Context: an optimization exercise on an open-source flow, tuned for small area. The choices shown serve that exercise and are no tape-out recipe. Only simulation tests tie the RTL to the original design; equivalence was not proved. Power and IR drop assume default switching activity.

==> flow/design.v <==
module pid_fa (
  input  a ,
  input  b ,
  input  c ,
  output s ,
  output co
);
  assign s  = a ^ b ^ c;
  assign co = (a & b) | (a & c) | (b & c);
endmodule
module pid_control #(
  parameter SENSOR_ADDR = 16'hDEAD,
  parameter PWM_ADDR    = 16'hDEAD,
  parameter INIT_REFER  = 0       ,
  parameter PWM_WIDTH   = 16      ,
  parameter TEMP_WIDTH  = 16
) (
  input                         clk               ,
  input                         reset             ,
  output logic [TEMP_WIDTH-1:0] temp_address      ,
  output logic                  temp_read         ,
  input        [          31:0] temp_readdata     ,
  input                         temp_readdatavalid,
  input                         temp_waitrequest  ,
  output logic [ PWM_WIDTH-1:0] pwm_address       ,
  output logic                  pwm_write         ,
  output logic [          31:0] pwm_writedata     ,
  input                         pwm_waitrequest   ,
  input        [           1:0] csr_address       ,
  input                         csr_write         ,
  input        [          31:0] csr_writedata     ,
  input                         csr_read          ,
  output logic [          31:0] csr_readdata
);
  localparam logic [2:0] S_RESET = 3'b000,
                         S_IDLE  = 3'b001,
                         S_CALC  = 3'b011,
                         S_RPID  = 3'b010,
                         S_READ  = 3'b101,
                         S_WPID  = 3'b110;
  logic        [ 2:0] state;
  logic        [15:0] temp_n;        
  wire  signed [15:0] readed_temp = ~temp_n;
  logic signed [15:0] refer;
  logic        [15:0] rd_lo;
  logic               rd_hi;
  wire idle   = (state == S_IDLE);
  wire read   = (state == S_READ);
  wire calc   = (state == S_CALC);
  wire rpid   = (state == S_RPID);
  wire wpid   = (state == S_WPID) & ~pwm_write;
  wire finish = pwm_write;
  always_ff @(posedge clk or posedge reset)
    if (reset)
      begin
        refer <= INIT_REFER;
        rd_lo <= '0;
        rd_hi <= 1'b0;
      end
    else
      begin
        if (csr_write)
          begin
            if (csr_address == 2'h0)
              refer <= csr_writedata[15:0];
          end
        else if (csr_read)
          begin
            if (csr_address == 2'h0)
              begin
                rd_lo <= refer;
                rd_hi <= refer[7];
              end
            else if (csr_address == 2'h1)
              begin
                rd_lo <= readed_temp;
                rd_hi <= readed_temp[15];
              end
          end
        else
          begin
            rd_lo <= '0;
            rd_hi <= 1'b0;
          end
      end
  assign csr_readdata = {{16{rd_hi}}, rd_lo};
  always_ff @(posedge clk or posedge reset)
    if (reset)
      begin
        state       <= S_RESET;
        temp_n      <= '1;
        temp_read   <= 1'b0;
        pwm_write   <= 1'b0;
      end
    else
      begin
        temp_read <= idle;
        case (state)
          S_RESET : state <= S_IDLE;
          S_IDLE  : if (!temp_waitrequest) state <= S_READ;
          S_READ  :
            if (temp_readdatavalid)
              begin
                temp_n      <= ~temp_readdata[15:0];
                state       <= S_CALC;
              end
          S_CALC  : state <= S_RPID;
          S_RPID  : state <= S_WPID;
          default :
            if (!pwm_write)
              pwm_write <= 1'b1;
            else if (!pwm_waitrequest)
              begin
                pwm_write <= 1'b0;
                state     <= S_IDLE;
              end
        endcase
      end
  assign temp_address = temp_read ? SENSOR_ADDR : '0;
  assign pwm_address  = pwm_write ? PWM_ADDR : '0;
  logic signed [16:0] error;      
  logic        [25:0] acc;        
  logic        [11:0] pwm_val;    
  logic        [16:0] e_new;
  logic        [16:0] eb;
  logic        [17:0] addend;
  logic        [25:0] sum;
  logic        [25:0] acc_init;
  logic        [15:0] ctl;
  logic        [18:0] cy;
  logic        [25:18] ones;
  logic        [17:0] bc;
  wire init = rpid | (state == S_RESET);
  wire step = wpid | calc | (finish & ~pwm_waitrequest) |
              (idle & ~temp_waitrequest) | (read & temp_readdatavalid);
  wire dbl  = state[2];
  assign eb     = {~error[16], error[15:0]};
  assign addend = dbl ? {eb, 1'b0} : {1'b0, eb};
  assign cy[0] = wpid;
  for (genvar i = 0; i < 18; i++) begin : g_sum
    pid_fa u_fa (.a(acc[i]), .b(addend[i]), .c(cy[i]), .s(sum[i]), .co(cy[i+1]));
  end
  assign ones[18] = 1'b1;
  for (genvar i = 19; i < 26; i++) begin : g_ones
    assign ones[i] = ones[i-1] & acc[i-1];
  end
  for (genvar i = 18; i < 26; i++) begin : g_inc
    assign sum[i] = acc[i] ^ (cy[18] & ones[i]);
  end
  assign bc[0] = 1'b1;
  for (genvar i = 0; i < 17; i++) begin : g_sub
    localparam int J = (i < 16) ? i : 15;
    pid_fa u_fa (.a(refer[J]), .b(temp_n[J]), .c(bc[i]), .s(e_new[i]), .co(bc[i+1]));
  end
  assign acc_init = {~eb[16:7] + 10'd102, ~eb[6:0], 9'h1ff};
  assign ctl      = sum[15:0];
  always_ff @(posedge clk)
    if (init)
      error <= e_new;
  always_ff @(posedge clk)
    if (init)
      acc <= acc_init;
    else if (step)
      acc[23:0] <= sum[25:2];
  always_ff @(posedge clk)
    if (rpid)
      pwm_val <= ctl[15] ? 12'd0 : (|ctl[14:12]) ? 12'd4095 : ctl[11:0];
  assign pwm_writedata = {20'd0, pwm_val & {12{pwm_write}}};
endmodule
export LEC_CHECK = 0
export CAP_MARGIN = 20
export CORE_MARGIN = 2
export CORE_UTILIZATION = 40
export CTS_BUF_LIST = sky130_fd_sc_hd__clkbuf_8
export SLEW_MARGIN = 20
export SYNTH_HIERARCHICAL = 1
create_clock -name core_clock -period 8.0 [get_ports {clk}]
standard.sh (not shown) runs the stock make flow with config.mk's settings and CLKGATE_MAP_FILE= SYNTH_SCRIPT=/design/flow/synth_recipe.tcl, a recipe that flattens the netlist after the stock synthesis.
==> flow/flow/run.sh <==
#!/bin/bash
# Layout flow: the standard layout (standard.sh: ORFS synthesis through
# finish, unchanged), except that the buffers ORFS puts on the input and
# output ports are the smallest buffer cell, sky130_fd_sc_hd__buf_1.
# ORFS writes each step's full log under orfs/logs/; the output of
# standard.sh itself goes to standard.log.
set -euo pipefail
export BUFFER_PORTS_ARGS="-buffer_cell sky130_fd_sc_hd__buf_1"
bash standard.sh > standard.log 2>&1
Next try:
==> flow/flow/run.sh (replaced) <==
#!/bin/bash
# Layout flow: the standard layout (standard.sh: ORFS synthesis through
# finish, unchanged), except that
#  - the buffers ORFS puts on the input and output ports are the smallest
#    buffer cell, sky130_fd_sc_hd__buf_1;
#  - clock tree synthesis inserts no dummy loads.
# ORFS writes each step's full log under orfs/logs/; the output of
# standard.sh itself goes to standard.log.
set -euo pipefail
export BUFFER_PORTS_ARGS="-buffer_cell sky130_fd_sc_hd__buf_1"
export CTS_ARGS="-sink_clustering_enable -repair_clock_nets -buf_list sky130_fd_sc_hd__clkbuf_8 -dont_use_dummy_load"
bash standard.sh > standard.log 2>&1
Clock power fell by 14%. Clock-buffer cell count shrinks by 1. Sequential cell count stays the same. Routed wire length is about the same. Final cell count is lower by 0.94%.
Next try:
==> flow/run.sh (new file) <==
#!/bin/bash
# synth_recipe.tcl (not shown) runs the flow's synth.tcl, then flattens the netlist and writes it again
# the make line also repeats each setting of config.mk as NAME=value (left out here)
make -C /OpenROAD-flow-scripts/flow DESIGN_CONFIG=/design/flow/config.mk WORK_HOME=/design/flow/orfs CLKGATE_MAP_FILE= SYNTH_SCRIPT=/design/flow/synth_recipe.tcl finish
removed: flow/flow/run.sh
removed: flow/standard.sh
Effect:
- The new run ran to the end with no violations
- synthesized area is unchanged
- total power increases by 8.1%
- via count stays the same
- clock-buffer cell count stays the same
- global-route usage climbs by 0.53 points
Next try:
==> flow/flow/run.sh (new file) <==
#!/bin/bash
# Layout flow: the standard layout (standard.sh: ORFS synthesis through
# finish, unchanged), except that
#  - the buffers ORFS puts on the input and output ports are the smallest
#    buffer cell, sky130_fd_sc_hd__buf_1;
#  - clock tree synthesis inserts no dummy loads;
#  - the constant outputs share their tie cell (no per-port tie copies).
# ORFS writes each step's full log under orfs/logs/; the output of
# standard.sh itself goes to standard.log.
set -euo pipefail
export BUFFER_PORTS_ARGS="-buffer_cell sky130_fd_sc_hd__buf_1"
export CTS_ARGS="-sink_clustering_enable -repair_clock_nets -buf_list sky130_fd_sc_hd__clkbuf_8 -dont_use_dummy_load"
export SKIP_REPAIR_TIE_FANOUT=1
bash standard.sh > standard.log 2>&1
==> flow/standard.sh (new file) <==
#!/bin/bash
# synth_recipe.tcl (not shown) runs the flow's synth.tcl, then flattens the netlist and writes it again
# the make line also repeats each setting of config.mk as NAME=value (left out here)
make -C /OpenROAD-flow-scripts/flow DESIGN_CONFIG=/design/flow/config.mk WORK_HOME=/design/flow/orfs CLKGATE_MAP_FILE= SYNTH_SCRIPT=/design/flow/synth_recipe.tcl "${@:-finish}"
removed: flow/run.sh
The changed run ran to the end with no violations.
Clock-buffer cell count does not change.
Setup slack improved by 0.041 ns.
Sequential share of layout area came out higher by 6.0 points.
Synthesized cell count is unchanged.
Global-route usage decreases by 0.18 points.
Clock power decreases by 23%.
Core utilization falls by 6.1 points.
Synthesized area stays the same.
Next try:
==> flow/flow/run.sh (replaced) <==
#!/bin/bash
# Layout flow: the standard layout (standard.sh: ORFS synthesis through
# finish, unchanged), except that the buffers ORFS puts on the input and
# output ports are the smallest buffer cell, sky130_fd_sc_hd__buf_1.
# ORFS writes each step's full log under orfs/logs/; the output of
# standard.sh itself goes to standard.log.
set -euo pipefail
export BUFFER_PORTS_ARGS="-buffer_cell sky130_fd_sc_hd__buf_1"
bash standard.sh > standard.log 2>&1
CORE_UTILIZATION = 60   (was 40)
PLACE_DENSITY = 0.75   (was unset)
After rerunning:
- core utilization is higher by 23 points
- power grows by 2.2%
- maximum frequency went up by 0.60%
- wire length fell by 6.2%
- cell count decreases by 1.4%
- final area increases by 2.5%
- setup slack improved by 0.047 ns

==> port drivers added, routing unchanged <==
The results above use ideal ports. As a check the final layouts listed here were re-extracted and re-timed, cells and wires unchanged. Step 1 sets driving cells, clkbuf_16 on the clock port and buf_2 on the other inputs (assumed; they add their load-dependent delay and slew). Step 2 times the ports against the registers' clock, not the clock port: input delays grow and output delays shrink by t, the midpoint of the rising clock arrivals with the driver on. Slacks: ideal ports / drivers / drivers and shift; pairs: ideal ports / drivers.
| run | t (ns) | setup WS [ns] | pins driven straight from the clock port |
|---|---|---|---|
| the first run | 0.411 | 0.199 / 0.199 / 0.199 | 1 |
| the second run | 0.406 | 0.201 / 0.201 / 0.201 | 1 |
| the third run | 0.414 | 0.160 / 0.160 / 0.160 | 1 |
| the fourth run | 0.399 | 0.201 / 0.201 / 0.201 | 1 |
| the fifth run | 0.395 | 0.248 / 0.248 / 0.248 | 1 |
After both steps every run listed still meets setup and hold.
